Source: an optimization exercise on an open RTL-to-GDS flow (aim: small area, a short achievable clock period and few clock cycles per item). Production flows keep margins and buffers that such runs may drop. No functional check of the RTL was part of any run shown here. Power is estimated from default activity; no workload was simulated.

==> flow/design.v, too long to show whole: its modules and the start of the top module <==
// module fa3: 4 lines
// module matrix_pipeline_mac_top: 5435 lines
module matrix_pipeline_mac_top (
    input wire clk,
    input wire rst,
    input wire start,
    input wire [7:0] a11, a12, a13,
    input wire [7:0] a21, a22, a23,
    input wire [7:0] a31, a32, a33,
    input wire [7:0] b11, b12, b13,
    input wire [7:0] b21, b22, b23,
    input wire [7:0] b31, b32, b33,
    output wire [15:0] c11, c12, c13,
    output wire [15:0] c21, c22, c23,
    output wire [15:0] c31, c32, c33,
    output reg done
);
  // ...
==> flow/flow/run.sh <==
#!/bin/bash
# The standard layout, with sky130_fd_sc_hd__buf_8 as the input port buffers
# and sky130_fd_sc_hd__buf_2 as the output port buffers (ORFS otherwise buffers
# every port with the slow clkdlybuf4s50_1 delay cell).  The output buffers
# are added right after global placement (flow/post_gpl.tcl), since the
# timing-driven global placement removes buffers before it buffers the ports.
set -o pipefail
bash standard.sh BUFFER_PORTS_ARGS="-inputs -buffer_cell sky130_fd_sc_hd__buf_8" \
    POST_GLOBAL_PLACE_TCL="$PWD/flow/post_gpl.tcl" finish 2>&1 | tee standard_make.log
==> flow/flow/post_gpl.tcl <==
# Buffer the output ports after global placement, with a small buffer: the
# output paths have slack to spare.
buffer_ports -outputs -buffer_cell sky130_fd_sc_hd__buf_2
==> flow/standard.sh <==
#!/bin/bash
# synth_recipe.tcl (not shown) runs the flow's synth.tcl, then flattens the netlist and writes it again
# the make line also repeats each setting of config.mk as NAME=value (left out here)
make -C /OpenROAD-flow-scripts/flow DESIGN_CONFIG=/design/flow/config.mk WORK_HOME=/design/flow/orfs CLKGATE_MAP_FILE= SYNTH_SCRIPT=/design/flow/synth_recipe.tcl "${@:-finish}"
==> flow/config.mk <==
export PLATFORM = sky130hd
export DESIGN_NAME = matrix_pipeline_mac_top
export DESIGN_NICKNAME = matrix_pipeline_mac_top
export VERILOG_FILES = /design/flow/design.v
export SDC_FILE = /design/flow/constraint.sdc
export NUM_CORES = 4
export LEC_CHECK = 0
export CAP_MARGIN = 20
export CORE_MARGIN = 2
export CORE_UTILIZATION = 65
export SETUP_SLACK_MARGIN = 1.8
export SLEW_MARGIN = 20
export SYNTH_HIERARCHICAL = 1
export SYNTH_MINIMUM_KEEP_SIZE = 0
==> flow/constraint.sdc <==
create_clock -name core_clock -period 6.0 [get_ports {clk}]
set_input_delay 1.2000 -clock core_clock [delete_from_list [all_inputs] [get_ports {clk}]]
set_output_delay 1.2000 -clock core_clock [all_outputs]
set_load 0.01 [all_outputs]
==> impl_summary.log, run 1 <==
INFO  metric r2r-end = done
INFO  metric rsz0062_at_grt = true
INFO  metric critical_path.cell_chain = buf_12 > and2_4 > ha_4 > inv_2 > fa_2 > fa_2 > fa_2 > fa_2 > fa_2 > fa_2
INFO  metric met2_usage = 0.6560
INFO  metric finalMaxSlewViolations = 0
INFO  metric fin_ws = about 1.7 ns
INFO  metric post_synth_edffs = approximately 230
INFO  metric clock_cell_area_share = 0.01671
INFO  metric post_synth_most_frequent_cells = 1612 x sky130_fd_sc_hd__nand2_1, 1485 x sky130_fd_sc_hd__fa_1, 323 x sky130_fd_sc_hd__inv_1
INFO  metric final_cell_area = around 0.06 mm²
INFO  metric top_layer = met5
INFO  metric holdWs = between 0.4 and 0.5 ns
INFO  metric cp_class = input port to flip-flop
INFO  metric die_h = approximately 280 µm
INFO  metric post-route-drc-count = 0
INFO  metric finalSetupTns = 0 ns
INFO  metric run_status = complete, no violations
INFO  metric worstHoldPathType = input port to asynchronous set/reset pin
INFO  metric main_combinational_cell_family_by_area_after_synthesis = adder cells
INFO  metric design.die.area = between 0.08 and 0.09 mm²
INFO  metric ctsLongestPathBuffers = 3
INFO  metric post-synth-top-count-cell = sky130_fd_sc_hd__nand2_1
INFO  metric cellPowerDensity = 435.3 mW/mm²
INFO  metric grt_overflow_total = 0
INFO  metric pnr_total_power = between 20 and 30 mW
INFO  metric final.signal_buffer_count = approximately 330
INFO  metric crit_path_end = t31_r13
INFO  metric cpMaxStageDelayCell = sky130_fd_sc_hd__fa_2
INFO  metric layoutNonFillerInstCount = slightly below 6k
INFO  metric clock_net_power = approximately 1.8 mW
INFO  metric routed-via-count = 37.44k
INFO  metric final_cell_mix = 1466 x sky130_fd_sc_hd__nand2_1, 1074 x sky130_fd_sc_hd__fa_1, 411 x sky130_fd_sc_hd__fa_2, 316 x sky130_fd_sc_hd__inv_1, 234 x sky130_fd_sc_hd__edfxtp_1
INFO  metric synth_ff_type = sky130_fd_sc_hd__edfxtp_1
==> run 2: changes to the inputs <==
--- a/flow/design.v
+++ b/flow/design.v
@@ -544,29 +544,16 @@
     wire t11_s166, t11_c166;
     fa3 t11_u166 (.a(t11_c133), .b(t11_s151), .c(t11_c150), .s(t11_s166), .co(t11_c166));
     wire t11_s167, t11_c167;
     fa3 t11_u167 (.a(t11_s137), .b(t11_c151), .c(t11_s152), .s(t11_s167), .co(t11_c167));
     wire t11_s168, t11_c168;
     fa3 t11_u168 (.a(t11_c137), .b(t11_s153), .c(t11_c152), .s(t11_s168), .co(t11_c168));
     wire t11_s169, t11_c169;
     fa3 t11_u169 (.a(t11_c138), .b(t11_c139), .c(t11_c153), .s(t11_s169), .co(t11_c169));
-    wire t11_s170 = ~(t11_p3_0_0 ^ t11_s154);
-    wire t11_c170 = t11_p3_0_0 | t11_s154;
-    wire t11_s171, t11_c171;
-    fa3 t11_u171 (.a(t11_c154), .b(t11_c170), .c(t11_s155), .s(t11_s171), .co(t11_c171));
-    wire t11_s172, t11_c172;
-    fa3 t11_u172 (.a(t11_c155), .b(t11_c171), .c(t11_s156), .s(t11_s172), .co(t11_c172));
-    wire t11_s173, t11_c173;
-    fa3 t11_u173 (.a(t11_c156), .b(t11_c172), .c(t11_s157), .s(t11_s173), .co(t11_c173));
-    wire t11_s174, t11_c174;
-    fa3 t11_u174 (.a(t11_c157), .b(t11_s158), .c(t11_c173), .s(t11_s174), .co(t11_c174));
-    wire t11_s175, t11_c175;
-    fa3 t11_u175 (.a(t11_c158), .b(t11_s159), .c(t11_c174), .s(t11_s175), .co(t11_c175));
-    wire t11_x2 = ~(t11_s169 ^ t11_c168);
     wire t12_p1_0_0 = ~(a11[0] & b12[0]);
     wire t12_p1_0_1 = ~(a11[0] & b12[1]);
     wire t12_p1_0_2 = ~(a11[0] & b12[2]);
     wire t12_p1_0_3 = ~(a11[0] & b12[3]);
     wire t12_p1_0_4 = ~(a11[0] & b12[4]);
     wire t12_p1_0_5 = ~(a11[0] & b12[5]);
     wire t12_p1_0_6 = ~(a11[0] & b12[6]);
     wire t12_p1_0_7 = ~(a11[0] & b12[7]);
@@ -1089,29 +1076,16 @@
     wire t12_s166, t12_c166;
     fa3 t12_u166 (.a(t12_c133), .b(t12_s151), .c(t12_c150), .s(t12_s166), .co(t12_c166));
     wire t12_s167, t12_c167;
     fa3 t12_u167 (.a(t12_s137), .b(t12_c151), .c(t12_s152), .s(t12_s167), .co(t12_c167));
     wire t12_s168, t12_c168;
     fa3 t12_u168 (.a(t12_c137), .b(t12_s153), .c(t12_c152), .s(t12_s168), .co(t12_c168));
     wire t12_s169, t12_c169;
     fa3 t12_u169 (.a(t12_c138), .b(t12_c139), .c(t12_c153), .s(t12_s169), .co(t12_c169));
-    wire t12_s170 = ~(t12_p3_0_0 ^ t12_s154);
-    wire t12_c170 = t12_p3_0_0 | t12_s154;
-    wire t12_s171, t12_c171;
-    fa3 t12_u171 (.a(t12_c154), .b(t12_c170), .c(t12_s155), .s(t12_s171), .co(t12_c171));
-    wire t12_s172, t12_c172;
-    fa3 t12_u172 (.a(t12_c155), .b(t12_c171), .c(t12_s156), .s(t12_s172), .co(t12_c172));
-    wire t12_s173, t12_c173;
-    fa3 t12_u173 (.a(t12_c156), .b(t12_c172), .c(t12_s157), .s(t12_s173), .co(t12_c173));
-    wire t12_s174, t12_c174;
-    fa3 t12_u174 (.a(t12_c157), .b(t12_s158), .c(t12_c173), .s(t12_s174), .co(t12_c174));
-    wire t12_s175, t12_c175;
-    fa3 t12_u175 (.a(t12_c158), .b(t12_s159), .c(t12_c174), .s(t12_s175), .co(t12_c175));
-    wire t12_x2 = ~(t12_s169 ^ t12_c168);
     wire t13_p1_0_0 = ~(a11[0] & b13[0]);
     wire t13_p1_0_1 = ~(a11[0] & b13[1]);
     wire t13_p1_0_2 = ~(a11[0] & b13[2]);
     wire t13_p1_0_3 = ~(a11[0] & b13[3]);
     wire t13_p1_0_4 = ~(a11[0] & b13[4]);
     wire t13_p1_0_5 = ~(a11[0] & b13[5]);
     wire t13_p1_0_6 = ~(a11[0] & b13[6]);
     wire t13_p1_0_7 = ~(a11[0] & b13[7]);
@@ -1634,29 +1608,16 @@
     wire t13_s166, t13_c166;
     fa3 t13_u166 (.a(t13_c133), .b(t13_s151), .c(t13_c150), .s(t13_s166), .co(t13_c166));
     wire t13_s167, t13_c167;
     fa3 t13_u167 (.a(t13_s137), .b(t13_c151), .c(t13_s152), .s(t13_s167), .co(t13_c167));
     wire t13_s168, t13_c168;
     fa3 t13_u168 (.a(t13_c137), .b(t13_s153), .c(t13_c152), .s(t13_s168), .co(t13_c168));
     wire t13_s169, t13_c169;
     fa3 t13_u169 (.a(t13_c138), .b(t13_c139), .c(t13_c153), .s(t13_s169), .co(t13_c169));
-    wire t13_s170 = ~(t13_p3_0_0 ^ t13_s154);
-    wire t13_c170 = t13_p3_0_0 | t13_s154;
-    wire t13_s171, t13_c171;
-    fa3 t13_u171 (.a(t13_c154), .b(t13_c170), .c(t13_s155), .s(t13_s171), .co(t13_c171));
-    wire t13_s172, t13_c172;
-    fa3 t13_u172 (.a(t13_c155), .b(t13_c171), .c(t13_s156), .s(t13_s172), .co(t13_c172));
-    wire t13_s173, t13_c173;
-    fa3 t13_u173 (.a(t13_c156), .b(t13_c172), .c(t13_s157), .s(t13_s173), .co(t13_c173));
-    wire t13_s174, t13_c174;
-    fa3 t13_u174 (.a(t13_c157), .b(t13_s158), .c(t13_c173), .s(t13_s174), .co(t13_c174));
-    wire t13_s175, t13_c175;
-    fa3 t13_u175 (.a(t13_c158), .b(t13_s159), .c(t13_c174), .s(t13_s175), .co(t13_c175));
-    wire t13_x2 = ~(t13_s169 ^ t13_c168);
     wire t21_p1_0_0 = ~(a21[0] & b11[0]);
     wire t21_p1_0_1 = ~(a21[0] & b11[1]);
     wire t21_p1_0_2 = ~(a21[0] & b11[2]);
     wire t21_p1_0_3 = ~(a21[0] & b11[3]);
     wire t21_p1_0_4 = ~(a21[0] & b11[4]);
     wire t21_p1_0_5 = ~(a21[0] & b11[5]);
     wire t21_p1_0_6 = ~(a21[0] & b11[6]);
     wire t21_p1_0_7 = ~(a21[0] & b11[7]);
@@ -2179,29 +2140,16 @@
     wire t21_s166, t21_c166;
     fa3 t21_u166 (.a(t21_c133), .b(t21_s151), .c(t21_c150), .s(t21_s166), .co(t21_c166));
     wire t21_s167, t21_c167;
     fa3 t21_u167 (.a(t21_s137), .b(t21_c151), .c(t21_s152), .s(t21_s167), .co(t21_c167));
     wire t21_s168, t21_c168;
     fa3 t21_u168 (.a(t21_c137), .b(t21_s153), .c(t21_c152), .s(t21_s168), .co(t21_c168));
     wire t21_s169, t21_c169;
     fa3 t21_u169 (.a(t21_c138), .b(t21_c139), .c(t21_c153), .s(t21_s169), .co(t21_c169));
-    wire t21_s170 = ~(t21_p3_0_0 ^ t21_s154);
-    wire t21_c170 = t21_p3_0_0 | t21_s154;
-    wire t21_s171, t21_c171;
-    fa3 t21_u171 (.a(t21_c154), .b(t21_c170), .c(t21_s155), .s(t21_s171), .co(t21_c171));
-    wire t21_s172, t21_c172;
-    fa3 t21_u172 (.a(t21_c155), .b(t21_c171), .c(t21_s156), .s(t21_s172), .co(t21_c172));
-    wire t21_s173, t21_c173;
-    fa3 t21_u173 (.a(t21_c156), .b(t21_c172), .c(t21_s157), .s(t21_s173), .co(t21_c173));
-    wire t21_s174, t21_c174;
-    fa3 t21_u174 (.a(t21_c157), .b(t21_s158), .c(t21_c173), .s(t21_s174), .co(t21_c174));
-    wire t21_s175, t21_c175;
-    fa3 t21_u175 (.a(t21_c158), .b(t21_s159), .c(t21_c174), .s(t21_s175), .co(t21_c175));
-    wire t21_x2 = ~(t21_s169 ^ t21_c168);
     wire t22_p1_0_0 = ~(a21[0] & b12[0]);
     wire t22_p1_0_1 = ~(a21[0] & b12[1]);
     wire t22_p1_0_2 = ~(a21[0] & b12[2]);
     wire t22_p1_0_3 = ~(a21[0] & b12[3]);
     wire t22_p1_0_4 = ~(a21[0] & b12[4]);
     wire t22_p1_0_5 = ~(a21[0] & b12[5]);
     wire t22_p1_0_6 = ~(a21[0] & b12[6]);
     wire t22_p1_0_7 = ~(a21[0] & b12[7]);
@@ -2724,29 +2672,16 @@
     wire t22_s166, t22_c166;
     fa3 t22_u166 (.a(t22_c133), .b(t22_s151), .c(t22_c150), .s(t22_s166), .co(t22_c166));
     wire t22_s167, t22_c167;
     fa3 t22_u167 (.a(t22_s137), .b(t22_c151), .c(t22_s152), .s(t22_s167), .co(t22_c167));
     wire t22_s168, t22_c168;
     fa3 t22_u168 (.a(t22_c137), .b(t22_s153), .c(t22_c152), .s(t22_s168), .co(t22_c168));
     wire t22_s169, t22_c169;
     fa3 t22_u169 (.a(t22_c138), .b(t22_c139), .c(t22_c153), .s(t22_s169), .co(t22_c169));
-    wire t22_s170 = ~(t22_p3_0_0 ^ t22_s154);
-    wire t22_c170 = t22_p3_0_0 | t22_s154;
-    wire t22_s171, t22_c171;
-    fa3 t22_u171 (.a(t22_c154), .b(t22_c170), .c(t22_s155), .s(t22_s171), .co(t22_c171));
-    wire t22_s172, t22_c172;
-    fa3 t22_u172 (.a(t22_c155), .b(t22_c171), .c(t22_s156), .s(t22_s172), .co(t22_c172));
-    wire t22_s173, t22_c173;
-    fa3 t22_u173 (.a(t22_c156), .b(t22_c172), .c(t22_s157), .s(t22_s173), .co(t22_c173));
-    wire t22_s174, t22_c174;
-    fa3 t22_u174 (.a(t22_c157), .b(t22_s158), .c(t22_c173), .s(t22_s174), .co(t22_c174));
-    wire t22_s175, t22_c175;
-    fa3 t22_u175 (.a(t22_c158), .b(t22_s159), .c(t22_c174), .s(t22_s175), .co(t22_c175));
-    wire t22_x2 = ~(t22_s169 ^ t22_c168);
     wire t23_p1_0_0 = ~(a21[0] & b13[0]);
     wire t23_p1_0_1 = ~(a21[0] & b13[1]);
     wire t23_p1_0_2 = ~(a21[0] & b13[2]);
     wire t23_p1_0_3 = ~(a21[0] & b13[3]);
     wire t23_p1_0_4 = ~(a21[0] & b13[4]);
     wire t23_p1_0_5 = ~(a21[0] & b13[5]);
     wire t23_p1_0_6 = ~(a21[0] & b13[6]);
     wire t23_p1_0_7 = ~(a21[0] & b13[7]);
@@ -3269,29 +3204,16 @@
     wire t23_s166, t23_c166;
     fa3 t23_u166 (.a(t23_c133), .b(t23_s151), .c(t23_c150), .s(t23_s166), .co(t23_c166));
     wire t23_s167, t23_c167;
     fa3 t23_u167 (.a(t23_s137), .b(t23_c151), .c(t23_s152), .s(t23_s167), .co(t23_c167));
     wire t23_s168, t23_c168;
     fa3 t23_u168 (.a(t23_c137), .b(t23_s153), .c(t23_c152), .s(t23_s168), .co(t23_c168));
     wire t23_s169, t23_c169;
     fa3 t23_u169 (.a(t23_c138), .b(t23_c139), .c(t23_c153), .s(t23_s169), .co(t23_c169));
-    wire t23_s170 = ~(t23_p3_0_0 ^ t23_s154);
-    wire t23_c170 = t23_p3_0_0 | t23_s154;
-    wire t23_s171, t23_c171;
-    fa3 t23_u171 (.a(t23_c154), .b(t23_c170), .c(t23_s155), .s(t23_s171), .co(t23_c171));
-    wire t23_s172, t23_c172;
-    fa3 t23_u172 (.a(t23_c155), .b(t23_c171), .c(t23_s156), .s(t23_s172), .co(t23_c172));
-    wire t23_s173, t23_c173;
-    fa3 t23_u173 (.a(t23_c156), .b(t23_c172), .c(t23_s157), .s(t23_s173), .co(t23_c173));
-    wire t23_s174, t23_c174;
-    fa3 t23_u174 (.a(t23_c157), .b(t23_s158), .c(t23_c173), .s(t23_s174), .co(t23_c174));
-    wire t23_s175, t23_c175;
-    fa3 t23_u175 (.a(t23_c158), .b(t23_s159), .c(t23_c174), .s(t23_s175), .co(t23_c175));
-    wire t23_x2 = ~(t23_s169 ^ t23_c168);
     wire t31_p1_0_0 = ~(a31[0] & b11[0]);
     wire t31_p1_0_1 = ~(a31[0] & b11[1]);
     wire t31_p1_0_2 = ~(a31[0] & b11[2]);
     wire t31_p1_0_3 = ~(a31[0] & b11[3]);
     wire t31_p1_0_4 = ~(a31[0] & b11[4]);
     wire t31_p1_0_5 = ~(a31[0] & b11[5]);
     wire t31_p1_0_6 = ~(a31[0] & b11[6]);
     wire t31_p1_0_7 = ~(a31[0] & b11[7]);
@@ -3814,29 +3736,16 @@
     wire t31_s166, t31_c166;
     fa3 t31_u166 (.a(t31_c133), .b(t31_s151), .c(t31_c150), .s(t31_s166), .co(t31_c166));
     wire t31_s167, t31_c167;
     fa3 t31_u167 (.a(t31_s137), .b(t31_c151), .c(t31_s152), .s(t31_s167), .co(t31_c167));
     wire t31_s168, t31_c168;
     fa3 t31_u168 (.a(t31_c137), .b(t31_s153), .c(t31_c152), .s(t31_s168), .co(t31_c168));
     wire t31_s169, t31_c169;
     fa3 t31_u169 (.a(t31_c138), .b(t31_c139), .c(t31_c153), .s(t31_s169), .co(t31_c169));
-    wire t31_s170 = ~(t31_p3_0_0 ^ t31_s154);
-    wire t31_c170 = t31_p3_0_0 | t31_s154;
-    wire t31_s171, t31_c171;
-    fa3 t31_u171 (.a(t31_c154), .b(t31_c170), .c(t31_s155), .s(t31_s171), .co(t31_c171));
-    wire t31_s172, t31_c172;
-    fa3 t31_u172 (.a(t31_c155), .b(t31_c171), .c(t31_s156), .s(t31_s172), .co(t31_c172));
-    wire t31_s173, t31_c173;
-    fa3 t31_u173 (.a(t31_c156), .b(t31_c172), .c(t31_s157), .s(t31_s173), .co(t31_c173));
-    wire t31_s174, t31_c174;
-    fa3 t31_u174 (.a(t31_c157), .b(t31_s158), .c(t31_c173), .s(t31_s174), .co(t31_c174));
-    wire t31_s175, t31_c175;
-    fa3 t31_u175 (.a(t31_c158), .b(t31_s159), .c(t31_c174), .s(t31_s175), .co(t31_c175));
-    wire t31_x2 = ~(t31_s169 ^ t31_c168);
     wire t32_p1_0_0 = ~(a31[0] & b12[0]);
     wire t32_p1_0_1 = ~(a31[0] & b12[1]);
     wire t32_p1_0_2 = ~(a31[0] & b12[2]);
     wire t32_p1_0_3 = ~(a31[0] & b12[3]);
     wire t32_p1_0_4 = ~(a31[0] & b12[4]);
     wire t32_p1_0_5 = ~(a31[0] & b12[5]);
     wire t32_p1_0_6 = ~(a31[0] & b12[6]);
     wire t32_p1_0_7 = ~(a31[0] & b12[7]);
@@ -4359,29 +4268,16 @@
     wire t32_s166, t32_c166;
     fa3 t32_u166 (.a(t32_c133), .b(t32_s151), .c(t32_c150), .s(t32_s166), .co(t32_c166));
     wire t32_s167, t32_c167;
     fa3 t32_u167 (.a(t32_s137), .b(t32_c151), .c(t32_s152), .s(t32_s167), .co(t32_c167));
     wire t32_s168, t32_c168;
     fa3 t32_u168 (.a(t32_c137), .b(t32_s153), .c(t32_c152), .s(t32_s168), .co(t32_c168));
     wire t32_s169, t32_c169;
     fa3 t32_u169 (.a(t32_c138), .b(t32_c139), .c(t32_c153), .s(t32_s169), .co(t32_c169));
-    wire t32_s170 = ~(t32_p3_0_0 ^ t32_s154);
-    wire t32_c170 = t32_p3_0_0 | t32_s154;
-    wire t32_s171, t32_c171;
-    fa3 t32_u171 (.a(t32_c154), .b(t32_c170), .c(t32_s155), .s(t32_s171), .co(t32_c171));
-    wire t32_s172, t32_c172;
-    fa3 t32_u172 (.a(t32_c155), .b(t32_c171), .c(t32_s156), .s(t32_s172), .co(t32_c172));
-    wire t32_s173, t32_c173;
-    fa3 t32_u173 (.a(t32_c156), .b(t32_c172), .c(t32_s157), .s(t32_s173), .co(t32_c173));
-    wire t32_s174, t32_c174;
-    fa3 t32_u174 (.a(t32_c157), .b(t32_s158), .c(t32_c173), .s(t32_s174), .co(t32_c174));
-    wire t32_s175, t32_c175;
-    fa3 t32_u175 (.a(t32_c158), .b(t32_s159), .c(t32_c174), .s(t32_s175), .co(t32_c175));
-    wire t32_x2 = ~(t32_s169 ^ t32_c168);
     wire t33_p1_0_0 = ~(a31[0] & b13[0]);
     wire t33_p1_0_1 = ~(a31[0] & b13[1]);
     wire t33_p1_0_2 = ~(a31[0] & b13[2]);
     wire t33_p1_0_3 = ~(a31[0] & b13[3]);
     wire t33_p1_0_4 = ~(a31[0] & b13[4]);
     wire t33_p1_0_5 = ~(a31[0] & b13[5]);
     wire t33_p1_0_6 = ~(a31[0] & b13[6]);
     wire t33_p1_0_7 = ~(a31[0] & b13[7]);
@@ -4904,29 +4800,16 @@
     wire t33_s166, t33_c166;
     fa3 t33_u166 (.a(t33_c133), .b(t33_s151), .c(t33_c150), .s(t33_s166), .co(t33_c166));
     wire t33_s167, t33_c167;
     fa3 t33_u167 (.a(t33_s137), .b(t33_c151), .c(t33_s152), .s(t33_s167), .co(t33_c167));
     wire t33_s168, t33_c168;
     fa3 t33_u168 (.a(t33_c137), .b(t33_s153), .c(t33_c152), .s(t33_s168), .co(t33_c168));
     wire t33_s169, t33_c169;
     fa3 t33_u169 (.a(t33_c138), .b(t33_c139), .c(t33_c153), .s(t33_s169), .co(t33_c169));
-    wire t33_s170 = ~(t33_p3_0_0 ^ t33_s154);
-    wire t33_c170 = t33_p3_0_0 | t33_s154;
-    wire t33_s171, t33_c171;
-    fa3 t33_u171 (.a(t33_c154), .b(t33_c170), .c(t33_s155), .s(t33_s171), .co(t33_c171));
-    wire t33_s172, t33_c172;
-    fa3 t33_u172 (.a(t33_c155), .b(t33_c171), .c(t33_s156), .s(t33_s172), .co(t33_c172));
-    wire t33_s173, t33_c173;
-    fa3 t33_u173 (.a(t33_c156), .b(t33_c172), .c(t33_s157), .s(t33_s173), .co(t33_c173));
-    wire t33_s174, t33_c174;
-    fa3 t33_u174 (.a(t33_c157), .b(t33_s158), .c(t33_c173), .s(t33_s174), .co(t33_c174));
-    wire t33_s175, t33_c175;
-    fa3 t33_u175 (.a(t33_c158), .b(t33_s159), .c(t33_c174), .s(t33_s175), .co(t33_c175));
-    wire t33_x2 = ~(t33_s169 ^ t33_c168);
     reg t11_r0;
     reg t11_r1;
     reg t11_r2;
     reg t11_r3;
     reg t11_r4;
     reg t11_r5;
     reg t11_r6;
     reg t11_r7;
@@ -4943,16 +4826,22 @@
     reg t11_r18;
     reg t11_r19;
     reg t11_r20;
     reg t11_r21;
     reg t11_r22;
     reg t11_r23;
     reg t11_r24;
     reg t11_r25;
+    reg t11_r26;
+    reg t11_r27;
+    reg t11_r28;
+    reg t11_r29;
+    reg t11_r30;
+    reg t11_r31;
     reg t12_r0;
     reg t12_r1;
     reg t12_r2;
     reg t12_r3;
     reg t12_r4;
     reg t12_r5;
     reg t12_r6;
     reg t12_r7;
@@ -4969,16 +4858,22 @@
     reg t12_r18;
     reg t12_r19;
     reg t12_r20;
     reg t12_r21;
     reg t12_r22;
     reg t12_r23;
     reg t12_r24;
     reg t12_r25;
+    reg t12_r26;
+    reg t12_r27;
+    reg t12_r28;
+    reg t12_r29;
+    reg t12_r30;
+    reg t12_r31;
     reg t13_r0;
     reg t13_r1;
     reg t13_r2;
     reg t13_r3;
     reg t13_r4;
     reg t13_r5;
     reg t13_r6;
     reg t13_r7;
@@ -4995,16 +4890,22 @@
     reg t13_r18;
     reg t13_r19;
     reg t13_r20;
     reg t13_r21;
     reg t13_r22;
     reg t13_r23;
     reg t13_r24;
     reg t13_r25;
+    reg t13_r26;
+    reg t13_r27;
+    reg t13_r28;
+    reg t13_r29;
+    reg t13_r30;
+    reg t13_r31;
     reg t21_r0;
     reg t21_r1;
     reg t21_r2;
     reg t21_r3;
     reg t21_r4;
     reg t21_r5;
     reg t21_r6;
     reg t21_r7;
@@ -5021,16 +4922,22 @@
     reg t21_r18;
     reg t21_r19;
     reg t21_r20;
     reg t21_r21;
     reg t21_r22;
     reg t21_r23;
     reg t21_r24;
     reg t21_r25;
+    reg t21_r26;
+    reg t21_r27;
+    reg t21_r28;
+    reg t21_r29;
+    reg t21_r30;
+    reg t21_r31;
     reg t22_r0;
     reg t22_r1;
     reg t22_r2;
     reg t22_r3;
     reg t22_r4;
     reg t22_r5;
     reg t22_r6;
     reg t22_r7;
@@ -5047,16 +4954,22 @@
     reg t22_r18;
     reg t22_r19;
     reg t22_r20;
     reg t22_r21;
     reg t22_r22;
     reg t22_r23;
     reg t22_r24;
     reg t22_r25;
+    reg t22_r26;
+    reg t22_r27;
+    reg t22_r28;
+    reg t22_r29;
+    reg t22_r30;
+    reg t22_r31;
     reg t23_r0;
     reg t23_r1;
     reg t23_r2;
     reg t23_r3;
     reg t23_r4;
     reg t23_r5;
     reg t23_r6;
     reg t23_r7;
@@ -5073,16 +4986,22 @@
     reg t23_r18;
     reg t23_r19;
     reg t23_r20;
     reg t23_r21;
     reg t23_r22;
     reg t23_r23;
     reg t23_r24;
     reg t23_r25;
+    reg t23_r26;
+    reg t23_r27;
+    reg t23_r28;
+    reg t23_r29;
+    reg t23_r30;
+    reg t23_r31;
     reg t31_r0;
     reg t31_r1;
     reg t31_r2;
     reg t31_r3;
     reg t31_r4;
     reg t31_r5;
     reg t31_r6;
     reg t31_r7;
@@ -5099,16 +5018,22 @@
     reg t31_r18;
     reg t31_r19;
     reg t31_r20;
     reg t31_r21;
     reg t31_r22;
     reg t31_r23;
     reg t31_r24;
     reg t31_r25;
+    reg t31_r26;
+    reg t31_r27;
+    reg t31_r28;
+    reg t31_r29;
+    reg t31_r30;
+    reg t31_r31;
     reg t32_r0;
     reg t32_r1;
     reg t32_r2;
     reg t32_r3;
     reg t32_r4;
     reg t32_r5;
     reg t32_r6;
     reg t32_r7;
@@ -5125,16 +5050,22 @@
     reg t32_r18;
     reg t32_r19;
     reg t32_r20;
     reg t32_r21;
     reg t32_r22;
     reg t32_r23;
     reg t32_r24;
     reg t32_r25;
+    reg t32_r26;
+    reg t32_r27;
+    reg t32_r28;
+    reg t32_r29;
+    reg t32_r30;
+    reg t32_r31;
     reg t33_r0;
     reg t33_r1;
     reg t33_r2;
     reg t33_r3;
     reg t33_r4;
     reg t33_r5;
     reg t33_r6;
     reg t33_r7;
@@ -5151,281 +5082,323 @@
     reg t33_r18;
     reg t33_r19;
     reg t33_r20;
     reg t33_r21;
     reg t33_r22;
     reg t33_r23;
     reg t33_r24;
     reg t33_r25;
+    reg t33_r26;
+    reg t33_r27;
+    reg t33_r28;
+    reg t33_r29;
+    reg t33_r30;
+    reg t33_r31;
     always @(posedge clk) begin
         if (start) begin
-            t11_r0 <= t11_s170;
-            t11_r1 <= t11_s171;
-            t11_r2 <= t11_s172;
-            t11_r3 <= t11_s173;
-            t11_r4 <= t11_s174;
-            t11_r5 <= t11_s175;
-            t11_r6 <= t11_c159;
-            t11_r7 <= t11_s160;
-            t11_r8 <= t11_c160;
-            t11_r9 <= t11_s161;
-            t11_r10 <= t11_c161;
-            t11_r11 <= t11_s162;
-            t11_r12 <= t11_c162;
-            t11_r13 <= t11_s163;
-            t11_r14 <= t11_c163;
-            t11_r15 <= t11_s164;
-            t11_r16 <= t11_c164;
-            t11_r17 <= t11_s165;
-            t11_r18 <= t11_c165;
-            t11_r19 <= t11_s166;
-            t11_r20 <= t11_c166;
-            t11_r21 <= t11_s167;
-            t11_r22 <= t11_c167;
-            t11_r23 <= t11_s168;
-            t11_r24 <= t11_x2;
-            t11_r25 <= t11_c175;
-            t12_r0 <= t12_s170;
-            t12_r1 <= t12_s171;
-            t12_r2 <= t12_s172;
-            t12_r3 <= t12_s173;
-            t12_r4 <= t12_s174;
-            t12_r5 <= t12_s175;
-            t12_r6 <= t12_c159;
-            t12_r7 <= t12_s160;
-            t12_r8 <= t12_c160;
-            t12_r9 <= t12_s161;
-            t12_r10 <= t12_c161;
-            t12_r11 <= t12_s162;
-            t12_r12 <= t12_c162;
-            t12_r13 <= t12_s163;
-            t12_r14 <= t12_c163;
-            t12_r15 <= t12_s164;
-            t12_r16 <= t12_c164;
-            t12_r17 <= t12_s165;
-            t12_r18 <= t12_c165;
-            t12_r19 <= t12_s166;
-            t12_r20 <= t12_c166;
-            t12_r21 <= t12_s167;
-            t12_r22 <= t12_c167;
-            t12_r23 <= t12_s168;
-            t12_r24 <= t12_x2;
-            t12_r25 <= t12_c175;
-            t13_r0 <= t13_s170;
-            t13_r1 <= t13_s171;
-            t13_r2 <= t13_s172;
-            t13_r3 <= t13_s173;
-            t13_r4 <= t13_s174;
-            t13_r5 <= t13_s175;
-            t13_r6 <= t13_c159;
-            t13_r7 <= t13_s160;
-            t13_r8 <= t13_c160;
-            t13_r9 <= t13_s161;
-            t13_r10 <= t13_c161;
-            t13_r11 <= t13_s162;
-            t13_r12 <= t13_c162;
-            t13_r13 <= t13_s163;
-            t13_r14 <= t13_c163;
-            t13_r15 <= t13_s164;
-            t13_r16 <= t13_c164;
-            t13_r17 <= t13_s165;
-            t13_r18 <= t13_c165;
-            t13_r19 <= t13_s166;
-            t13_r20 <= t13_c166;
-            t13_r21 <= t13_s167;
-            t13_r22 <= t13_c167;
-            t13_r23 <= t13_s168;
-            t13_r24 <= t13_x2;
-            t13_r25 <= t13_c175;
-            t21_r0 <= t21_s170;
-            t21_r1 <= t21_s171;
-            t21_r2 <= t21_s172;
-            t21_r3 <= t21_s173;
-            t21_r4 <= t21_s174;
-            t21_r5 <= t21_s175;
-            t21_r6 <= t21_c159;
-            t21_r7 <= t21_s160;
-            t21_r8 <= t21_c160;
-            t21_r9 <= t21_s161;
-            t21_r10 <= t21_c161;
-            t21_r11 <= t21_s162;
-            t21_r12 <= t21_c162;
-            t21_r13 <= t21_s163;
-            t21_r14 <= t21_c163;
-            t21_r15 <= t21_s164;
-            t21_r16 <= t21_c164;
-            t21_r17 <= t21_s165;
-            t21_r18 <= t21_c165;
-            t21_r19 <= t21_s166;
-            t21_r20 <= t21_c166;
-            t21_r21 <= t21_s167;
-            t21_r22 <= t21_c167;
-            t21_r23 <= t21_s168;
-            t21_r24 <= t21_x2;
-            t21_r25 <= t21_c175;
-            t22_r0 <= t22_s170;
-            t22_r1 <= t22_s171;
-            t22_r2 <= t22_s172;
-            t22_r3 <= t22_s173;
-            t22_r4 <= t22_s174;
-            t22_r5 <= t22_s175;
-            t22_r6 <= t22_c159;
-            t22_r7 <= t22_s160;
-            t22_r8 <= t22_c160;
-            t22_r9 <= t22_s161;
-            t22_r10 <= t22_c161;
-            t22_r11 <= t22_s162;
-            t22_r12 <= t22_c162;
-            t22_r13 <= t22_s163;
-            t22_r14 <= t22_c163;
-            t22_r15 <= t22_s164;
-            t22_r16 <= t22_c164;
-            t22_r17 <= t22_s165;
-            t22_r18 <= t22_c165;
-            t22_r19 <= t22_s166;
-            t22_r20 <= t22_c166;
-            t22_r21 <= t22_s167;
-            t22_r22 <= t22_c167;
-            t22_r23 <= t22_s168;
-            t22_r24 <= t22_x2;
-            t22_r25 <= t22_c175;
-            t23_r0 <= t23_s170;
-            t23_r1 <= t23_s171;
-            t23_r2 <= t23_s172;
-            t23_r3 <= t23_s173;
-            t23_r4 <= t23_s174;
-            t23_r5 <= t23_s175;
-            t23_r6 <= t23_c159;
-            t23_r7 <= t23_s160;
-            t23_r8 <= t23_c160;
-            t23_r9 <= t23_s161;
-            t23_r10 <= t23_c161;
-            t23_r11 <= t23_s162;
-            t23_r12 <= t23_c162;
-            t23_r13 <= t23_s163;
-            t23_r14 <= t23_c163;
-            t23_r15 <= t23_s164;
-            t23_r16 <= t23_c164;
-            t23_r17 <= t23_s165;
-            t23_r18 <= t23_c165;
-            t23_r19 <= t23_s166;
-            t23_r20 <= t23_c166;
-            t23_r21 <= t23_s167;
-            t23_r22 <= t23_c167;
-            t23_r23 <= t23_s168;
-            t23_r24 <= t23_x2;
-            t23_r25 <= t23_c175;
-            t31_r0 <= t31_s170;
-            t31_r1 <= t31_s171;
-            t31_r2 <= t31_s172;
-            t31_r3 <= t31_s173;
-            t31_r4 <= t31_s174;
-            t31_r5 <= t31_s175;
-            t31_r6 <= t31_c159;
-            t31_r7 <= t31_s160;
-            t31_r8 <= t31_c160;
-            t31_r9 <= t31_s161;
-            t31_r10 <= t31_c161;
-            t31_r11 <= t31_s162;
-            t31_r12 <= t31_c162;
-            t31_r13 <= t31_s163;
-            t31_r14 <= t31_c163;
-            t31_r15 <= t31_s164;
-            t31_r16 <= t31_c164;
-            t31_r17 <= t31_s165;
-            t31_r18 <= t31_c165;
-            t31_r19 <= t31_s166;
-            t31_r20 <= t31_c166;
-            t31_r21 <= t31_s167;
-            t31_r22 <= t31_c167;
-            t31_r23 <= t31_s168;
-            t31_r24 <= t31_x2;
-            t31_r25 <= t31_c175;
-            t32_r0 <= t32_s170;
-            t32_r1 <= t32_s171;
-            t32_r2 <= t32_s172;
-            t32_r3 <= t32_s173;
-            t32_r4 <= t32_s174;
-            t32_r5 <= t32_s175;
-            t32_r6 <= t32_c159;
-            t32_r7 <= t32_s160;
-            t32_r8 <= t32_c160;
-            t32_r9 <= t32_s161;
-            t32_r10 <= t32_c161;
-            t32_r11 <= t32_s162;
-            t32_r12 <= t32_c162;
-            t32_r13 <= t32_s163;
-            t32_r14 <= t32_c163;
-            t32_r15 <= t32_s164;
-            t32_r16 <= t32_c164;
-            t32_r17 <= t32_s165;
-            t32_r18 <= t32_c165;
-            t32_r19 <= t32_s166;
-            t32_r20 <= t32_c166;
-            t32_r21 <= t32_s167;
-            t32_r22 <= t32_c167;
-            t32_r23 <= t32_s168;
-            t32_r24 <= t32_x2;
-            t32_r25 <= t32_c175;
-            t33_r0 <= t33_s170;
-            t33_r1 <= t33_s171;
-            t33_r2 <= t33_s172;
-            t33_r3 <= t33_s173;
-            t33_r4 <= t33_s174;
-            t33_r5 <= t33_s175;
-            t33_r6 <= t33_c159;
-            t33_r7 <= t33_s160;
-            t33_r8 <= t33_c160;
-            t33_r9 <= t33_s161;
-            t33_r10 <= t33_c161;
-            t33_r11 <= t33_s162;
-            t33_r12 <= t33_c162;
-            t33_r13 <= t33_s163;
-            t33_r14 <= t33_c163;
-            t33_r15 <= t33_s164;
-            t33_r16 <= t33_c164;
-            t33_r17 <= t33_s165;
-            t33_r18 <= t33_c165;
-            t33_r19 <= t33_s166;
-            t33_r20 <= t33_c166;
-            t33_r21 <= t33_s167;
-            t33_r22 <= t33_c167;
-            t33_r23 <= t33_s168;
-            t33_r24 <= t33_x2;
-            t33_r25 <= t33_c175;
+            t11_r0 <= t11_s154;
+            t11_r1 <= t11_p3_0_0;
+            t11_r2 <= t11_c154;
+            t11_r3 <= t11_s155;
+            t11_r4 <= t11_c155;
+            t11_r5 <= t11_s156;
+            t11_r6 <= t11_c156;
+            t11_r7 <= t11_s157;
+            t11_r8 <= t11_c157;
+            t11_r9 <= t11_s158;
+            t11_r10 <= t11_c158;
+            t11_r11 <= t11_s159;
+            t11_r12 <= t11_c159;
+            t11_r13 <= t11_s160;
+            t11_r14 <= t11_c160;
+            t11_r15 <= t11_s161;
+            t11_r16 <= t11_c161;
+            t11_r17 <= t11_s162;
+            t11_r18 <= t11_c162;
+            t11_r19 <= t11_s163;
+            t11_r20 <= t11_c163;
+            t11_r21 <= t11_s164;
+            t11_r22 <= t11_c164;
+            t11_r23 <= t11_s165;
+            t11_r24 <= t11_c165;
+            t11_r25 <= t11_s166;
+            t11_r26 <= t11_c166;
+            t11_r27 <= t11_s167;
+            t11_r28 <= t11_c167;
+            t11_r29 <= t11_s168;
+            t11_r30 <= t11_c168;
+            t11_r31 <= t11_s169;
+            t12_r0 <= t12_s154;
+            t12_r1 <= t12_p3_0_0;
+            t12_r2 <= t12_c154;
+            t12_r3 <= t12_s155;
+            t12_r4 <= t12_c155;
+            t12_r5 <= t12_s156;
+            t12_r6 <= t12_c156;
+            t12_r7 <= t12_s157;
+            t12_r8 <= t12_c157;
+            t12_r9 <= t12_s158;
+            t12_r10 <= t12_c158;
+            t12_r11 <= t12_s159;
+            t12_r12 <= t12_c159;
+            t12_r13 <= t12_s160;
+            t12_r14 <= t12_c160;
+            t12_r15 <= t12_s161;
+            t12_r16 <= t12_c161;
+            t12_r17 <= t12_s162;
+            t12_r18 <= t12_c162;
+            t12_r19 <= t12_s163;
+            t12_r20 <= t12_c163;
+            t12_r21 <= t12_s164;
+            t12_r22 <= t12_c164;
+            t12_r23 <= t12_s165;
+            t12_r24 <= t12_c165;
+            t12_r25 <= t12_s166;
+            t12_r26 <= t12_c166;
+            t12_r27 <= t12_s167;
+            t12_r28 <= t12_c167;
+            t12_r29 <= t12_s168;
+            t12_r30 <= t12_c168;
+            t12_r31 <= t12_s169;
+            t13_r0 <= t13_s154;
+            t13_r1 <= t13_p3_0_0;
+            t13_r2 <= t13_c154;
+            t13_r3 <= t13_s155;
+            t13_r4 <= t13_c155;
+            t13_r5 <= t13_s156;
+            t13_r6 <= t13_c156;
+            t13_r7 <= t13_s157;
+            t13_r8 <= t13_c157;
+            t13_r9 <= t13_s158;
+            t13_r10 <= t13_c158;
+            t13_r11 <= t13_s159;
+            t13_r12 <= t13_c159;
+            t13_r13 <= t13_s160;
+            t13_r14 <= t13_c160;
+            t13_r15 <= t13_s161;
+            t13_r16 <= t13_c161;
+            t13_r17 <= t13_s162;
+            t13_r18 <= t13_c162;
+            t13_r19 <= t13_s163;
+            t13_r20 <= t13_c163;
+            t13_r21 <= t13_s164;
+            t13_r22 <= t13_c164;
+            t13_r23 <= t13_s165;
+            t13_r24 <= t13_c165;
+            t13_r25 <= t13_s166;
+            t13_r26 <= t13_c166;
+            t13_r27 <= t13_s167;
+            t13_r28 <= t13_c167;
+            t13_r29 <= t13_s168;
+            t13_r30 <= t13_c168;
+            t13_r31 <= t13_s169;
+            t21_r0 <= t21_s154;
+            t21_r1 <= t21_p3_0_0;
+            t21_r2 <= t21_c154;
+            t21_r3 <= t21_s155;
+            t21_r4 <= t21_c155;
+            t21_r5 <= t21_s156;
+            t21_r6 <= t21_c156;
+            t21_r7 <= t21_s157;
+            t21_r8 <= t21_c157;
+            t21_r9 <= t21_s158;
+            t21_r10 <= t21_c158;
+            t21_r11 <= t21_s159;
+            t21_r12 <= t21_c159;
+            t21_r13 <= t21_s160;
+            t21_r14 <= t21_c160;
+            t21_r15 <= t21_s161;
+            t21_r16 <= t21_c161;
+            t21_r17 <= t21_s162;
+            t21_r18 <= t21_c162;
+            t21_r19 <= t21_s163;
+            t21_r20 <= t21_c163;
+            t21_r21 <= t21_s164;
+            t21_r22 <= t21_c164;
+            t21_r23 <= t21_s165;
+            t21_r24 <= t21_c165;
+            t21_r25 <= t21_s166;
+            t21_r26 <= t21_c166;
+            t21_r27 <= t21_s167;
+            t21_r28 <= t21_c167;
+            t21_r29 <= t21_s168;
+            t21_r30 <= t21_c168;
+            t21_r31 <= t21_s169;
+            t22_r0 <= t22_s154;
+            t22_r1 <= t22_p3_0_0;
+            t22_r2 <= t22_c154;
+            t22_r3 <= t22_s155;
+            t22_r4 <= t22_c155;
+            t22_r5 <= t22_s156;
+            t22_r6 <= t22_c156;
+            t22_r7 <= t22_s157;
+            t22_r8 <= t22_c157;
+            t22_r9 <= t22_s158;
+            t22_r10 <= t22_c158;
+            t22_r11 <= t22_s159;
+            t22_r12 <= t22_c159;
+            t22_r13 <= t22_s160;
+            t22_r14 <= t22_c160;
+            t22_r15 <= t22_s161;
+            t22_r16 <= t22_c161;
+            t22_r17 <= t22_s162;
+            t22_r18 <= t22_c162;
+            t22_r19 <= t22_s163;
+            t22_r20 <= t22_c163;
+            t22_r21 <= t22_s164;
+            t22_r22 <= t22_c164;
+            t22_r23 <= t22_s165;
+            t22_r24 <= t22_c165;
+            t22_r25 <= t22_s166;
+            t22_r26 <= t22_c166;
+            t22_r27 <= t22_s167;
+            t22_r28 <= t22_c167;
+            t22_r29 <= t22_s168;
+            t22_r30 <= t22_c168;
+            t22_r31 <= t22_s169;
+            t23_r0 <= t23_s154;
+            t23_r1 <= t23_p3_0_0;
+            t23_r2 <= t23_c154;
+            t23_r3 <= t23_s155;
+            t23_r4 <= t23_c155;
+            t23_r5 <= t23_s156;
+            t23_r6 <= t23_c156;
+            t23_r7 <= t23_s157;
+            t23_r8 <= t23_c157;
+            t23_r9 <= t23_s158;
+            t23_r10 <= t23_c158;
+            t23_r11 <= t23_s159;
+            t23_r12 <= t23_c159;
+            t23_r13 <= t23_s160;
+            t23_r14 <= t23_c160;
+            t23_r15 <= t23_s161;
+            t23_r16 <= t23_c161;
+            t23_r17 <= t23_s162;
+            t23_r18 <= t23_c162;
+            t23_r19 <= t23_s163;
+            t23_r20 <= t23_c163;
+            t23_r21 <= t23_s164;
+            t23_r22 <= t23_c164;
+            t23_r23 <= t23_s165;
+            t23_r24 <= t23_c165;
+            t23_r25 <= t23_s166;
+            t23_r26 <= t23_c166;
+            t23_r27 <= t23_s167;
+            t23_r28 <= t23_c167;
+            t23_r29 <= t23_s168;
+            t23_r30 <= t23_c168;
+            t23_r31 <= t23_s169;
+            t31_r0 <= t31_s154;
+            t31_r1 <= t31_p3_0_0;
+            t31_r2 <= t31_c154;
+            t31_r3 <= t31_s155;
+            t31_r4 <= t31_c155;
+            t31_r5 <= t31_s156;
+            t31_r6 <= t31_c156;
+            t31_r7 <= t31_s157;
+            t31_r8 <= t31_c157;
+            t31_r9 <= t31_s158;
+            t31_r10 <= t31_c158;
+            t31_r11 <= t31_s159;
+            t31_r12 <= t31_c159;
+            t31_r13 <= t31_s160;
+            t31_r14 <= t31_c160;
+            t31_r15 <= t31_s161;
+            t31_r16 <= t31_c161;
+            t31_r17 <= t31_s162;
+            t31_r18 <= t31_c162;
+            t31_r19 <= t31_s163;
+            t31_r20 <= t31_c163;
+            t31_r21 <= t31_s164;
+            t31_r22 <= t31_c164;
+            t31_r23 <= t31_s165;
+            t31_r24 <= t31_c165;
+            t31_r25 <= t31_s166;
+            t31_r26 <= t31_c166;
+            t31_r27 <= t31_s167;
+            t31_r28 <= t31_c167;
+            t31_r29 <= t31_s168;
+            t31_r30 <= t31_c168;
+            t31_r31 <= t31_s169;
+            t32_r0 <= t32_s154;
+            t32_r1 <= t32_p3_0_0;
+            t32_r2 <= t32_c154;
+            t32_r3 <= t32_s155;
+            t32_r4 <= t32_c155;
+            t32_r5 <= t32_s156;
+            t32_r6 <= t32_c156;
+            t32_r7 <= t32_s157;
+            t32_r8 <= t32_c157;
+            t32_r9 <= t32_s158;
+            t32_r10 <= t32_c158;
+            t32_r11 <= t32_s159;
+            t32_r12 <= t32_c159;
+            t32_r13 <= t32_s160;
+            t32_r14 <= t32_c160;
+            t32_r15 <= t32_s161;
+            t32_r16 <= t32_c161;
+            t32_r17 <= t32_s162;
+            t32_r18 <= t32_c162;
+            t32_r19 <= t32_s163;
+            t32_r20 <= t32_c163;
+            t32_r21 <= t32_s164;
+            t32_r22 <= t32_c164;
+            t32_r23 <= t32_s165;
+            t32_r24 <= t32_c165;
+            t32_r25 <= t32_s166;
+            t32_r26 <= t32_c166;
+            t32_r27 <= t32_s167;
+            t32_r28 <= t32_c167;
+            t32_r29 <= t32_s168;
+            t32_r30 <= t32_c168;
+            t32_r31 <= t32_s169;
+            t33_r0 <= t33_s154;
+            t33_r1 <= t33_p3_0_0;
+            t33_r2 <= t33_c154;
+            t33_r3 <= t33_s155;
+            t33_r4 <= t33_c155;
+            t33_r5 <= t33_s156;
+            t33_r6 <= t33_c156;
+            t33_r7 <= t33_s157;
+            t33_r8 <= t33_c157;
+            t33_r9 <= t33_s158;
+            t33_r10 <= t33_c158;
+            t33_r11 <= t33_s159;
+            t33_r12 <= t33_c159;
+            t33_r13 <= t33_s160;
+            t33_r14 <= t33_c160;
+            t33_r15 <= t33_s161;
+            t33_r16 <= t33_c161;
+            t33_r17 <= t33_s162;
+            t33_r18 <= t33_c162;
+            t33_r19 <= t33_s163;
+            t33_r20 <= t33_c163;
+            t33_r21 <= t33_s164;
+            t33_r22 <= t33_c164;
+            t33_r23 <= t33_s165;
+            t33_r24 <= t33_c165;
+            t33_r25 <= t33_s166;
+            t33_r26 <= t33_c166;
+            t33_r27 <= t33_s167;
+            t33_r28 <= t33_c167;
+            t33_r29 <= t33_s168;
+            t33_r30 <= t33_c168;
+            t33_r31 <= t33_s169;
         end
     end
-    wire [10:0] t11_hx = {{t11_r24, t11_r22, t11_r20, t11_r18, t11_r16, t11_r14, t11_r12, t11_r10, t11_r8, t11_r6}, 1'b1} + {{1'b1, t11_r23, t11_r21, t11_r19, t11_r17, t11_r15, t11_r13, t11_r11, t11_r9, t11_r7}, t11_r25};
-    wire [9:0] t11_hi = t11_hx[10:1];
-    wire [15:0] t11_sum = ~{t11_hi, {t11_r5, t11_r4, t11_r3, t11_r2, t11_r1, t11_r0}};
-    wire [10:0] t12_hx = {{t12_r24, t12_r22, t12_r20, t12_r18, t12_r16, t12_r14, t12_r12, t12_r10, t12_r8, t12_r6}, 1'b1} + {{1'b1, t12_r23, t12_r21, t12_r19, t12_r17, t12_r15, t12_r13, t12_r11, t12_r9, t12_r7}, t12_r25};
-    wire [9:0] t12_hi = t12_hx[10:1];
-    wire [15:0] t12_sum = ~{t12_hi, {t12_r5, t12_r4, t12_r3, t12_r2, t12_r1, t12_r0}};
-    wire [10:0] t13_hx = {{t13_r24, t13_r22, t13_r20, t13_r18, t13_r16, t13_r14, t13_r12, t13_r10, t13_r8, t13_r6}, 1'b1} + {{1'b1, t13_r23, t13_r21, t13_r19, t13_r17, t13_r15, t13_r13, t13_r11, t13_r9, t13_r7}, t13_r25};
-    wire [9:0] t13_hi = t13_hx[10:1];
-    wire [15:0] t13_sum = ~{t13_hi, {t13_r5, t13_r4, t13_r3, t13_r2, t13_r1, t13_r0}};
-    wire [10:0] t21_hx = {{t21_r24, t21_r22, t21_r20, t21_r18, t21_r16, t21_r14, t21_r12, t21_r10, t21_r8, t21_r6}, 1'b1} + {{1'b1, t21_r23, t21_r21, t21_r19, t21_r17, t21_r15, t21_r13, t21_r11, t21_r9, t21_r7}, t21_r25};
-    wire [9:0] t21_hi = t21_hx[10:1];
-    wire [15:0] t21_sum = ~{t21_hi, {t21_r5, t21_r4, t21_r3, t21_r2, t21_r1, t21_r0}};
-    wire [10:0] t22_hx = {{t22_r24, t22_r22, t22_r20, t22_r18, t22_r16, t22_r14, t22_r12, t22_r10, t22_r8, t22_r6}, 1'b1} + {{1'b1, t22_r23, t22_r21, t22_r19, t22_r17, t22_r15, t22_r13, t22_r11, t22_r9, t22_r7}, t22_r25};
-    wire [9:0] t22_hi = t22_hx[10:1];
-    wire [15:0] t22_sum = ~{t22_hi, {t22_r5, t22_r4, t22_r3, t22_r2, t22_r1, t22_r0}};
-    wire [10:0] t23_hx = {{t23_r24, t23_r22, t23_r20, t23_r18, t23_r16, t23_r14, t23_r12, t23_r10, t23_r8, t23_r6}, 1'b1} + {{1'b1, t23_r23, t23_r21, t23_r19, t23_r17, t23_r15, t23_r13, t23_r11, t23_r9, t23_r7}, t23_r25};
-    wire [9:0] t23_hi = t23_hx[10:1];
-    wire [15:0] t23_sum = ~{t23_hi, {t23_r5, t23_r4, t23_r3, t23_r2, t23_r1, t23_r0}};
-    wire [10:0] t31_hx = {{t31_r24, t31_r22, t31_r20, t31_r18, t31_r16, t31_r14, t31_r12, t31_r10, t31_r8, t31_r6}, 1'b1} + {{1'b1, t31_r23, t31_r21, t31_r19, t31_r17, t31_r15, t31_r13, t31_r11, t31_r9, t31_r7}, t31_r25};
-    wire [9:0] t31_hi = t31_hx[10:1];
-    wire [15:0] t31_sum = ~{t31_hi, {t31_r5, t31_r4, t31_r3, t31_r2, t31_r1, t31_r0}};
-    wire [10:0] t32_hx = {{t32_r24, t32_r22, t32_r20, t32_r18, t32_r16, t32_r14, t32_r12, t32_r10, t32_r8, t32_r6}, 1'b1} + {{1'b1, t32_r23, t32_r21, t32_r19, t32_r17, t32_r15, t32_r13, t32_r11, t32_r9, t32_r7}, t32_r25};
-    wire [9:0] t32_hi = t32_hx[10:1];
-    wire [15:0] t32_sum = ~{t32_hi, {t32_r5, t32_r4, t32_r3, t32_r2, t32_r1, t32_r0}};
-    wire [10:0] t33_hx = {{t33_r24, t33_r22, t33_r20, t33_r18, t33_r16, t33_r14, t33_r12, t33_r10, t33_r8, t33_r6}, 1'b1} + {{1'b1, t33_r23, t33_r21, t33_r19, t33_r17, t33_r15, t33_r13, t33_r11, t33_r9, t33_r7}, t33_r25};
-    wire [9:0] t33_hi = t33_hx[10:1];
-    wire [15:0] t33_sum = ~{t33_hi, {t33_r5, t33_r4, t33_r3, t33_r2, t33_r1, t33_r0}};
+    wire [15:0] t11_sum = ~({t11_r30, t11_r28, t11_r26, t11_r24, t11_r22, t11_r20, t11_r18, t11_r16, t11_r14, t11_r12, t11_r10, t11_r8, t11_r6, t11_r4, t11_r2, t11_r0} + {t11_r31, t11_r29, t11_r27, t11_r25, t11_r23, t11_r21, t11_r19, t11_r17, t11_r15, t11_r13, t11_r11, t11_r9, t11_r7, t11_r5, t11_r3, t11_r1} + 16'd1);
+    wire [15:0] t12_sum = ~({t12_r30, t12_r28, t12_r26, t12_r24, t12_r22, t12_r20, t12_r18, t12_r16, t12_r14, t12_r12, t12_r10, t12_r8, t12_r6, t12_r4, t12_r2, t12_r0} + {t12_r31, t12_r29, t12_r27, t12_r25, t12_r23, t12_r21, t12_r19, t12_r17, t12_r15, t12_r13, t12_r11, t12_r9, t12_r7, t12_r5, t12_r3, t12_r1} + 16'd1);
+    wire [15:0] t13_sum = ~({t13_r30, t13_r28, t13_r26, t13_r24, t13_r22, t13_r20, t13_r18, t13_r16, t13_r14, t13_r12, t13_r10, t13_r8, t13_r6, t13_r4, t13_r2, t13_r0} + {t13_r31, t13_r29, t13_r27, t13_r25, t13_r23, t13_r21, t13_r19, t13_r17, t13_r15, t13_r13, t13_r11, t13_r9, t13_r7, t13_r5, t13_r3, t13_r1} + 16'd1);
+    wire [15:0] t21_sum = ~({t21_r30, t21_r28, t21_r26, t21_r24, t21_r22, t21_r20, t21_r18, t21_r16, t21_r14, t21_r12, t21_r10, t21_r8, t21_r6, t21_r4, t21_r2, t21_r0} + {t21_r31, t21_r29, t21_r27, t21_r25, t21_r23, t21_r21, t21_r19, t21_r17, t21_r15, t21_r13, t21_r11, t21_r9, t21_r7, t21_r5, t21_r3, t21_r1} + 16'd1);
+    wire [15:0] t22_sum = ~({t22_r30, t22_r28, t22_r26, t22_r24, t22_r22, t22_r20, t22_r18, t22_r16, t22_r14, t22_r12, t22_r10, t22_r8, t22_r6, t22_r4, t22_r2, t22_r0} + {t22_r31, t22_r29, t22_r27, t22_r25, t22_r23, t22_r21, t22_r19, t22_r17, t22_r15, t22_r13, t22_r11, t22_r9, t22_r7, t22_r5, t22_r3, t22_r1} + 16'd1);
+    wire [15:0] t23_sum = ~({t23_r30, t23_r28, t23_r26, t23_r24, t23_r22, t23_r20, t23_r18, t23_r16, t23_r14, t23_r12, t23_r10, t23_r8, t23_r6, t23_r4, t23_r2, t23_r0} + {t23_r31, t23_r29, t23_r27, t23_r25, t23_r23, t23_r21, t23_r19, t23_r17, t23_r15, t23_r13, t23_r11, t23_r9, t23_r7, t23_r5, t23_r3, t23_r1} + 16'd1);
+    wire [15:0] t31_sum = ~({t31_r30, t31_r28, t31_r26, t31_r24, t31_r22, t31_r20, t31_r18, t31_r16, t31_r14, t31_r12, t31_r10, t31_r8, t31_r6, t31_r4, t31_r2, t31_r0} + {t31_r31, t31_r29, t31_r27, t31_r25, t31_r23, t31_r21, t31_r19, t31_r17, t31_r15, t31_r13, t31_r11, t31_r9, t31_r7, t31_r5, t31_r3, t31_r1} + 16'd1);
+    wire [15:0] t32_sum = ~({t32_r30, t32_r28, t32_r26, t32_r24, t32_r22, t32_r20, t32_r18, t32_r16, t32_r14, t32_r12, t32_r10, t32_r8, t32_r6, t32_r4, t32_r2, t32_r0} + {t32_r31, t32_r29, t32_r27, t32_r25, t32_r23, t32_r21, t32_r19, t32_r17, t32_r15, t32_r13, t32_r11, t32_r9, t32_r7, t32_r5, t32_r3, t32_r1} + 16'd1);
+    wire [15:0] t33_sum = ~({t33_r30, t33_r28, t33_r26, t33_r24, t33_r22, t33_r20, t33_r18, t33_r16, t33_r14, t33_r12, t33_r10, t33_r8, t33_r6, t33_r4, t33_r2, t33_r0} + {t33_r31, t33_r29, t33_r27, t33_r25, t33_r23, t33_r21, t33_r19, t33_r17, t33_r15, t33_r13, t33_r11, t33_r9, t33_r7, t33_r5, t33_r3, t33_r1} + 16'd1);
     assign c11 = t11_sum;
     assign c12 = t12_sum;
     assign c13 = t13_sum;
     assign c21 = t21_sum;
     assign c22 = t22_sum;
     assign c23 = t23_sum;
     assign c31 = t31_sum;
     assign c32 = t32_sum;
==> flow/run.sh (new file) <==
#!/bin/bash
# synth_recipe.tcl (not shown) runs the flow's synth.tcl, then flattens the netlist and writes it again
# the make line also repeats each setting of config.mk as NAME=value (left out here)
make -C /OpenROAD-flow-scripts/flow DESIGN_CONFIG=/design/flow/config.mk WORK_HOME=/design/flow/orfs CLKGATE_MAP_FILE= SYNTH_SCRIPT=/design/flow/synth_recipe.tcl finish
==> flow/config.mk (replaced) <==
export PLATFORM = sky130hd
export DESIGN_NAME = matrix_pipeline_mac_top
export DESIGN_NICKNAME = matrix_pipeline_mac_top
export VERILOG_FILES = /design/flow/design.v
export SDC_FILE = /design/flow/constraint.sdc
export NUM_CORES = 4
export LEC_CHECK = 0
export CAP_MARGIN = 20
export CORE_MARGIN = 2
export CORE_UTILIZATION = 40
export SLEW_MARGIN = 20
export SYNTH_HIERARCHICAL = 1
export SYNTH_MINIMUM_KEEP_SIZE = 0
removed: flow/flow/run.sh
removed: flow/flow/post_gpl.tcl
removed: flow/standard.sh
==> run 2 against run 1 <==
Compared with the run above: still clean on timing, DRC and antenna; global-route usage is 15 points lower; sequential share of layout area increased by 1.9 points; register-to-register slack improved by 0.03 ns; design area is 6.2% higher; clock power up 25%; fmax decreased by 16%; area after synthesis up 6.3%; combinational power grew 12%; largest cell class unchanged.
==> impl_summary.log, run 2 <==
INFO  metric post_synth_edffs = 288 (was 234)
INFO  metric ctsHoldBuffers = 0 (unchanged)
INFO  metric total_area_of_multi_input_combinational_cells = 0.04318 mm² (was 0.04323 mm²)
INFO  metric worstHoldPathType = flip-flop to flip-flop (was input port to asynchronous set/reset pin)
INFO  metric grt_first_pass_wirelength = 266500 µm (was 241600 µm)
INFO  metric final_cell_mix = 1647 x sky130_fd_sc_hd__nand2_1, 1440 x sky130_fd_sc_hd__fa_1, 290 x sky130_fd_sc_hd__clkdlybuf4s50_1, 288 x sky130_fd_sc_hd__edfxtp_1, 272 x sky130_fd_sc_hd__inv_1 (was 1466 x sky130_fd_sc_hd__nand2_1, 1074 x sky130_fd_sc_hd__fa_1, 411 x sky130_fd_sc_hd__fa_2, 316 x sky130_fd_sc_hd__inv_1, 234 x sky130_fd_sc_hd__edfxtp_1)
INFO  metric vias_in_the_first_global_route = 44.08k (was 41.52k)
INFO  metric run_status = complete, no violations (unchanged)
INFO  metric crit_path_end_kind = flip-flop (unchanged)
INFO  metric viasPerCell = 5.643 (was 6.495)
INFO  metric post_synth_most_frequent_cells = 1647 x sky130_fd_sc_hd__nand2_1, 1440 x sky130_fd_sc_hd__fa_1, 293 x sky130_fd_sc_hd__clkbuf_1 (was 1612 x sky130_fd_sc_hd__nand2_1, 1485 x sky130_fd_sc_hd__fa_1, 323 x sky130_fd_sc_hd__inv_1)
INFO  metric layoutNonFillerInstCount = 6976 (was 5764)
INFO  metric critPathArrivalTime = 5.48 ns (was 4.65 ns)
INFO  metric commonest_non_fill_non_tap_cell_in_the_layout = sky130_fd_sc_hd__nand2_1 (unchanged)
INFO  metric synth_cells = 4948 (was 4626)
INFO  metric final_layout_size_suffix_gt1_frac = 0.05379 (was 0.2100)
INFO  metric timing_hold_violations_final = 0 (unchanged)
INFO  metric placeable_core_area = 0.1338 mm² (was 0.07747 mm²)
INFO  metric rsz0062_at_grt = false (was true)
INFO  metric cts_resized = 0 (was 64)
INFO  metric cp_class = input port to flip-flop (unchanged)
INFO  metric cpLargestDelayFamily = adder cells (unchanged)
INFO  metric syn_to_final_growth = 14.50% (was 14.65%)
INFO  metric numPlacedInstances = 6901 (was 5671)
INFO  metric routed-via-count = 39.37k (was 37.44k)
INFO  metric syn_avg_cell_area = 10.92 µm² (was 10.99 µm²)
INFO  metric maximum_number_of_pins_on_one_net_before_global_route_repair = 113 (was 114)
INFO  metric global_route.usage.total = 0.2586 (was 0.4050)
INFO  metric syn_area = 0.05403 mm² (was 0.05082 mm²)
INFO  metric crit_path_max_fanout = 5 (was 24)
INFO  metric htreeDepth = 2 (was 1)
INFO  metric floorplan.rows = 134 (was 102)
INFO  metric clk_lat_worst_skew = 0.63 ns (was 0.61 ns)
INFO  metric grt_antenna_before_repair = 4 (was 2)
INFO  metric worst_setup_path_start_kind = input port (unchanged)
INFO  metric post-synth-top-count-cell = sky130_fd_sc_hd__nand2_1 (unchanged)
INFO  metric final_antenna_net_count = 0 (unchanged)
INFO  metric initial_utilization = 0.4038 (was 0.6560)
INFO  metric fmax = 194.4 MHz (was 232.4 MHz)
INFO  metric critical_path.cell_chain = clkdlybuf4s50_1 > nand2_1 > fa_1 > fa_1 > fa_1 > fa_1 > fa_1 > fa_1 > fa_1 (was buf_12 > and2_4 > ha_4 > inv_2 > fa_2 > fa_2 > fa_2 > fa_2 > fa_2 > fa_2)
INFO  metric pnr_total_power = 28.55 mW (was 25.36 mW)
INFO  metric clk_pin_slew = 0.07 ns (was 0.06 ns)
INFO  metric layout.area.seq = 0.008673 mm² (was 0.007052 mm²)
INFO  metric avgRoutedWirePerCell = 24.96 µm (was 28.41 µm)
INFO  metric ys_seq_area_frac = 0.1605 (was 0.1388)
INFO  metric max-vdd-ir-drop = 0.8536 mV (was 0.7660 mV)
INFO  metric finalCriticalPeriod = 5.145 ns (was 4.304 ns)
INFO  metric timing.clock.skew = 0 ns (unchanged)
INFO  metric yosysTopAreaCell = sky130_fd_sc_hd__fa_1 (unchanged)
INFO  metric cpMaxStageDelayCell = sky130_fd_sc_hd__clkdlybuf4s50_1 (was sky130_fd_sc_hd__fa_2)
INFO  metric syn-num-nets = 6778 (was 6447)
INFO  metric critical_path.n_buffers_inverters = 1 (was 2)
INFO  metric design.die.area = 0.1380 mm² (was 0.08044 mm²)
INFO  metric grt_overflow_total = 0 (unchanged)
INFO  metric finalMaxSlewViolations = 0 (unchanged)
INFO  metric cellPowerDensity = 461.5 mW/mm² (was 435.3 mW/mm²)
INFO  metric max_cap_violations = 0 (unchanged)
INFO  metric die_h = 371.5 µm (was 283.6 µm)
INFO  metric post-route-drc-count = 0 (unchanged)
INFO  metric synth_ff_type = sky130_fd_sc_hd__edfxtp_1 (unchanged)
INFO  metric cp_data_required_time = 6.33 ns (was 6.34 ns)
INFO  metric synth_area_leaders = sky130_fd_sc_hd__fa_1 53%, sky130_fd_sc_hd__edfxtp_1 16%, sky130_fd_sc_hd__nand2_1 11%, sky130_fd_sc_hd__ha_1 5.6%, sky130_fd_sc_hd__clkbuf_1 2.0% (was sky130_fd_sc_hd__fa_1 58%, sky130_fd_sc_hd__edfxtp_1 14%, sky130_fd_sc_hd__nand2_1 12%, sky130_fd_sc_hd__ha_1 4.7%, sky130_fd_sc_hd__inv_1 2.4%)
INFO  metric synth_async_sr_flop_share = 0.003460 (was 0.004255)
INFO  metric finalSetupTns = 0 ns (unchanged)
INFO  metric nets = 7004 (was 6523)
INFO  metric boundaryPins = 292 (unchanged)
INFO  metric ys_types = 57 (was 37)
INFO  metric ctsLongestPathBuffers = 3 (unchanged)
INFO  metric synth_top_area_share = 0.5336 (was 0.5850)
INFO  metric tritoncts_clock_tree = yes (unchanged)
INFO  metric holdWs = 0.4774 ns (was 0.4146 ns)
## run 2: cell count changes after synthesis, sizes merged, moves of 14 or more
cell / delta
nand2: +31
xor2: -15
o21a: +14
xnor2: +31
a21oi: +31
ha: +54
inv: -51
o21bai: +16
o21ai: +47
o211ai: +14
a21o: +14
fa: -45
edfxtp: +54
## run 2: power breakdown
group | internal (mW) | switching (mW)
Combinational | 10.3 | 11.4
Clock | 1.24 | 1.03
Sequential | 4.22 | 0.300
## run 2: logic make-up after synthesis
kind of cell             count (synthesis)  synth area share
AND/OR/NAND/NOR                       1977            0.1510
adder cells (fa/ha/maj)               1683            0.5899
buffers and inverters                  571           0.04027
AO/OA/AOI/OAI                          310           0.03888
flip-flops                             289            0.1605
XOR/XNOR                               106           0.01718
multiplexers                            12          0.002223
## run 2: per-layer routing
metal	GRT usage	vias up	wire, µm
li1	-	15880	-
met2	0.4158	2421	81780
met3	0.07022	447	20090
met5	0	-	9
met4	0.09344	2	6422
met1	0.3364	20610	65810
## run 2: final cells by class
class	count	area share
inverter	272	0.01650
multi-input combinational	4088	0.6980
timing repair buffer	484	0.09021
tap	1768	0.03576
clock buffer	42	0.01596
sequential	289	0.1402
antenna	3	0.0001214
clock inverter	30	0.003277
## run 2: worst paths after layout
kind / startpoint / endpoint / cells after the start / slack [ns]
setup / recovery: b11[0] / t31_r21 / 9 / 0.85
hold / removal: done / done / 1 / 0.48
setup reg to reg: done / done / 1 / 5.22
hold reg to reg: done / done / 1 / 0.48
max in group asynchronous: rst / done / 2 / 5.21
min in group asynchronous: rst / done / 2 / 0.70
## run 2: through the flow
step / util / worst slack [ns] / instance area [µm²]
after floorplan: - / 1.086 / 54030
after global placement: 0.4534 / 0.2938 / 60660
after detailed placement: 0.4534 / 0.2538 / 60660
after CTS: 0.4623 / 0.8760 / 61850
after global routing: 0.4623 / 0.6983 / 61860
final: 0.4624 / 0.8549 / 61860
## run 2: Yosys stat by module, one instance, submodules excluded
| module | cells inside | times used |
|---|---|---|
| fa3 | 1 | 1431 |
| matrix_pipeline_mac_top | 3517 | 1 |

-- afterwards: timing with drivers on the ports --
The flow's constraints put no driver on any port. The routed layouts listed below were extracted and timed again, unchanged, in two steps.
Step 1, drivers: a clkbuf_16 drives clk and a buf_2 each remaining input, both assumed.
Step 2 times the ports against the registers' clock, not the clock port: input delays grow and output delays shrink by t, the midpoint of the rising clock arrivals with the driver on.
Slacks: ideal / step 1 / step 2; pairs: ideal / step 1.
run	shift t [ns]	setup WS [ns]	latest minus earliest clock arrival (ns)	slew at the worst register clock pin (ns)	worst data-port slew with drivers (ns)
run 1	0.691	1.696 / 1.561 / 0.870	0.048 / 0.048	0.07 / 0.07	0.27
run 2	0.689	0.855 / 0.816 / 0.215	0.045 / 0.045	0.08 / 0.08	0.14
After both steps every run listed still meets setup and hold. The setup slack of run 1, which loses most, moves by -0.135 ns with the drivers and by -0.826 ns with both steps.
